Source: an optimization exercise on an open RTL-to-GDS flow (aim: small area, a short achievable clock period and few clock cycles per item). Production flows keep margins and buffers that such runs may drop. At most, simulation tests tie the RTL to the original design; equivalence was not proved. Power figures rest on the tool's default switching activity, not on a simulated workload.

== JK ==
## Rsa256Core
module Rsa256Core (
	input          i_clk,
	input          i_rst,
	input          i_start,
	input  [255:0] i_a,  
	input  [255:0] i_d,  
	input  [255:0] i_n,
	output [255:0] o_a_pow_d,  
	output         o_finished
);
For scale: roughly 99000 µm² of cells after synthesis.
==> flow/config.mk <==
export PLATFORM = sky130hd
export DESIGN_NAME = Rsa256Core
export DESIGN_NICKNAME = Rsa256Core
export VERILOG_FILES = /design/flow/design.v
export SDC_FILE = /design/flow/constraint.sdc
export NUM_CORES = 4
export LEC_CHECK = 0
export ABC_CLOCK_PERIOD_IN_PS = 3500
export CAP_MARGIN = 30
export CORE_MARGIN = 2
export CORE_UTILIZATION = 55
export CTS_CLUSTER_DIAMETER = 100
export CTS_CLUSTER_SIZE = 20
export SETUP_SLACK_MARGIN = 0.6
export SLEW_MARGIN = 20
export SYNTH_HIERARCHICAL = 1
==> flow/constraint.sdc <==
create_clock -name core_clock -period 14.0 [get_ports {i_clk}]
set_input_delay 2.8000 -clock core_clock [delete_from_list [all_inputs] [get_ports {i_clk}]]
set_output_delay 2.8000 -clock core_clock [all_outputs]
set_load 0.01 [all_outputs]
standard.sh (not shown) runs the stock make flow with config.mk's settings and CLKGATE_MAP_FILE= SYNTH_SCRIPT=/design/flow/synth_recipe.tcl, a recipe that flattens the netlist after the stock synthesis.
==> flow/flow/run.sh <==
#!/bin/bash
set -euo pipefail
PRE=${PRE:-8.3}
POST=${POST:-9.6}
BUF="BUFFER_PORTS_ARGS=-buffer_cell sky130_fd_sc_hd__buf_2"
bash standard.sh synth > synth.log 2>&1
bash standard.sh SETUP_SLACK_MARGIN=$PRE "$BUF" place > place.log 2>&1
bash standard.sh SETUP_SLACK_MARGIN=$POST "$BUF" finish > finish.log 2>&1
Testbench counts of JK, summed over its fixed seeds: cycles 852,482, items 24.
> inputs changed (JK -> MS)
# JK
export LEC_CHECK = 0
export ABC_CLOCK_PERIOD_IN_PS = 3500
export CAP_MARGIN = 30
export CORE_MARGIN = 2
export CORE_UTILIZATION = 55
export CTS_CLUSTER_DIAMETER = 100
export CTS_CLUSTER_SIZE = 20
export SETUP_SLACK_MARGIN = 0.6
export SLEW_MARGIN = 20
export SYNTH_HIERARCHICAL = 1
create_clock -name core_clock -period 14.0 [get_ports {i_clk}]
# MS
export LEC_CHECK = 0
export ABC_CLOCK_PERIOD_IN_PS = 3500
export CAP_MARGIN = 30
export CORE_MARGIN = 2
export CORE_UTILIZATION = 65
export CTS_CLUSTER_DIAMETER = 100
export CTS_CLUSTER_SIZE = 20
export SETUP_SLACK_MARGIN = 0.6
export SLEW_MARGIN = 20
export SYNTH_HIERARCHICAL = 1
create_clock -name core_clock -period 14.0 [get_ports {i_clk}]
## What came out
- Horizontal extent of the die in MS is about 8% lower than in JK
- MS vs. JK: cell count moved down, total power shrank by 0.48%, worst setup slack after placement shows an increase of 310 ps, number of setup buffers added after CTS decreased by 1 relative to the old numbers.
- Run comparison: JK worst setup path endpoint cb; MS worst setup path endpoint o_a_pow_d[229]
- Lower hold slack goes to JK over MS.
- In MS, the final critical path time including I/O delays and setup came out 11 ps above the value in JK.
The inputs of AL differ from those of MS as listed below.
# MS
export LEC_CHECK = 0
export ABC_CLOCK_PERIOD_IN_PS = 3500
export CAP_MARGIN = 30
export CORE_MARGIN = 2
export CORE_UTILIZATION = 65
export CTS_CLUSTER_DIAMETER = 100
export CTS_CLUSTER_SIZE = 20
export SETUP_SLACK_MARGIN = 0.6
export SLEW_MARGIN = 20
export SYNTH_HIERARCHICAL = 1
create_clock -name core_clock -period 14.0 [get_ports {i_clk}]
# AL
export LEC_CHECK = 0
export ABC_CLOCK_PERIOD_IN_PS = 3500
export CAP_MARGIN = 30
export CORE_MARGIN = 2
export CORE_UTILIZATION = 55
export CTS_CLUSTER_DIAMETER = 100
export CTS_CLUSTER_SIZE = 20
export SETUP_SLACK_MARGIN = 0.6
export SLEW_MARGIN = 20
export SYNTH_HIERARCHICAL = 1
create_clock -name core_clock -period 14.0 [get_ports {i_clk}]
diff --git a/flow/flow/run.sh b/flow/flow/run.sh
--- a/flow/flow/run.sh
+++ b/flow/flow/run.sh
@@ -5 +5 @@
-BUF="BUFFER_PORTS_ARGS=-buffer_cell sky130_fd_sc_hd__buf_2"
+BUF="BUFFER_PORTS_ARGS=-buffer_cell sky130_fd_sc_hd__buf_1"
Findings:
AL closes out successfully: all stages finished, all timing, DRC and antenna checks passed.
For the minimum period implied by the final worst setup slack, AL came in 27 ps lower than MS did.
The post-layout utilization of the core in AL sits 12 points below the value recorded for MS.
AL against MS: die extent in x has increased, initial cell density of the core has decreased, placed wire-length estimate after detailed placement saw an increase, number of design-rule violations left by the first detailed-router iteration down 1022.
Between AL and MS, the difference in post-route setup TNS is negligible.
Of AL and MS, it is AL that has the higher final worst setup slack.
Relative to MS, share of cells above drive strength 1 has decreased by 13 points in AL.

Rsa256Core, a different RTL version from the one above (not shown whole).
Size in the first run: ~6900 cells after synthesis, about 1400 flip-flops, roughly 98000 um2 of cells after synthesis.
## Rsa256Core
module Rsa256Core (
	input          i_clk,
	input          i_rst,
	input          i_start,
	input  [255:0] i_a,  
	input  [255:0] i_d,  
	input  [255:0] i_n,
	output [255:0] o_a_pow_d,  
	output         o_finished
);
localparam int W  = 261;    
localparam int NI = 86;     
localparam int J  = 3;      
localparam int RT = W / 3;  
localparam int CL = 90;     
localparam int NS = 3;      
localparam int SW = W / NS;
localparam logic [2:0] P_PRE  = 3'd0;
localparam logic [2:0] P_FIX  = 3'd1;
localparam logic [2:0] P_ONE  = 3'd2;
localparam logic [2:0] P_ZERO = 3'd3;
localparam logic [2:0] P_SQ   = 3'd4;
localparam logic [2:0] P_MUL  = 3'd5;
localparam logic [2:0] P_FIN  = 3'd6;
localparam logic [2:0] S_IDLE  = 3'd0;
localparam logic [2:0] S_ACT   = 3'd1;  
localparam logic [2:0] S_CONV  = 3'd2;  
localparam logic [2:0] S_WAIT  = 3'd3;  
localparam logic [2:0] S_CLEAN = 3'd4;  
logic [255:0] Nr;        
logic [15:0]  Dr;        
logic [256:0] A;         
logic [W-1:0] M;         
logic [W-1:0] S, C;      
logic [2:0] st;
logic [2:0] pk;          
logic [7:0] cnt;         
logic [7:0] cnt1;        
logic [7:0] rc;          
logic [8:0] k;           
logic [7:0] e;           
logic [7:0] cl;          
logic       found, dzero, dvalid;
logic       neg;         
logic       allq;
logic       finish;
logic       mult, one, q1f, q2f;
logic [7:0] ctl [NS];    
logic [7:0] ctl_n;
logic       mq, y10, y11, y12, y20, y21, y30;
logic       cb;          
assign o_finished = finish;
logic [W-1:0] Nw, Aw, Sg, y1, y2, y2s, y3, y3s, n1, n2, n2s, n3, n3s;
logic [W-1:0] aS, aCr, aC, bS, bCr, bC, cS, cCr, cC;
logic [W-1:0] dS, dCr, dC, eS, eCr, eC, fS, fCr, fC;
logic [NS-1:0] q1s, q2s, q3s;
logic         q1, q2, q3;
for (genvar s = 0; s < NS; s++) begin : g_slice
	RsaCtlReg u_ctl (.clk(i_clk), .d(ctl_n), .q(ctl[s]));
	RsaQ u_q (.s(S[2:0]), .c(C[2:0]), .cb(cb), .mq(mq), .y1({y12, y11, y10}), .y2({y21, y20}),
	          .y3(y30), .n(Nr[2:1]), .q1f(q1f), .q2f(q2f), .q1(q1s[s]), .q2(q2s[s]), .q3(q3s[s]));
	for (genvar i = s * SW; i < (s + 1) * SW; i++) begin : g_bit
		assign Sg[i] = S[i] & !ctl[s][7];
		assign y1[i] = (ctl[s][6] & M[i]) | (ctl[s][5] & Aw[i]) | (i == 0 && one);
  ...
==> flow/config.mk <==
export PLATFORM = sky130hd
export DESIGN_NAME = Rsa256Core
export DESIGN_NICKNAME = Rsa256Core
export VERILOG_FILES = /design/flow/design.v
export SDC_FILE = /design/flow/constraint.sdc
export NUM_CORES = 4
export LEC_CHECK = 0
export ABC_CLOCK_PERIOD_IN_PS = 3500
export CAP_MARGIN = 30
export CORE_MARGIN = 2
export CORE_UTILIZATION = 55
export CTS_CLUSTER_DIAMETER = 100
export CTS_CLUSTER_SIZE = 20
export SETUP_SLACK_MARGIN = 0.6
export SLEW_MARGIN = 20
export SYNTH_HIERARCHICAL = 1
==> flow/constraint.sdc <==
create_clock -name core_clock -period 14.0 [get_ports {i_clk}]
set_input_delay 2.8000 -clock core_clock [delete_from_list [all_inputs] [get_ports {i_clk}]]
set_output_delay 2.8000 -clock core_clock [all_outputs]
set_load 0.01 [all_outputs]
==> flow/flow/run.sh <==
#!/bin/bash
set -euo pipefail
PRE=${PRE:-8.5}
POST=${POST:-9.8}
BUF="BUFFER_PORTS_ARGS=-buffer_cell sky130_fd_sc_hd__buf_2"
bash standard.sh synth > synth.log 2>&1
bash standard.sh SETUP_SLACK_MARGIN=$PRE "$BUF" place > place.log 2>&1
bash standard.sh SETUP_SLACK_MARGIN=$POST "$BUF" finish > finish.log 2>&1
The first run finished with timing, DRC and antenna clean.
Next try:
--- a/flow/flow/run.sh
+++ b/flow/flow/run.sh
@@ -3,2 +3,2 @@
-PRE=${PRE:-8.5}
-POST=${POST:-9.8}
+PRE=${PRE:-8.3}
+POST=${POST:-9.6}
What happened:
- clock power came out lower by about 3%
- critical path depth climbs by 2
- sequential power is lower by 3.4%
- maximum frequency came out lower by 1.0%
- design area drops by 3.2%
- hold slack loses 0.034 ns
- via count came out lower by 2.5%
- combinational power is lower by 5.1%
- cell count goes down by 1.1%
- count of clock-buffer cells in the layout falls by 3
- total power shrinks by 3.9%
No functional check of the RTL was part of any run of this note.

[what the ideal ports hide]
No port has a modelled driver above. Below, the same layouts with a new extraction and two added sets of constraints.
Step 1: set_driving_cell puts a clkbuf_16 on i_clk and a buf_2 on each other input, an assumption about the parent block.
Step 2 adds t to the input delays and takes it off the output delays; t is the mean of the earliest and latest rising clock arrival at the registers after step 1. Input paths then give back, and output paths get back, about the clock's delay inside the block.
Three values: ideal ports, drivers, drivers and shift; two values: the first two.
run	t (ns)	slack for setup (ns)	worst setup path at the end	latest minus earliest clock arrival (ns)	worst register clock-pin slew, ns
JK	0.845	9.595 / 9.509 / 8.683	input to register	0.051 / 0.051	0.10 / 0.10
MS	0.821	9.584 / 9.500 / 8.757	input to register	0.043 / 0.043	0.10 / 0.10
AL	0.842	9.611 / 9.524 / 8.789	input to register	0.058 / 0.059	0.10 / 0.10
the first run of note 2	0.859	9.623 / 9.623 / 8.816	input to register	0.049 / 0.049	0.10 / 0.10
the second run of note 2	0.849	9.578 / 9.497 / 8.776	input to register	0.063 / 0.063	0.10 / 0.10
After both steps setup and hold are still met in every run listed. The setup slack of JK, which loses most, moves by -0.086 ns with the drivers and by -0.912 ns with both steps.
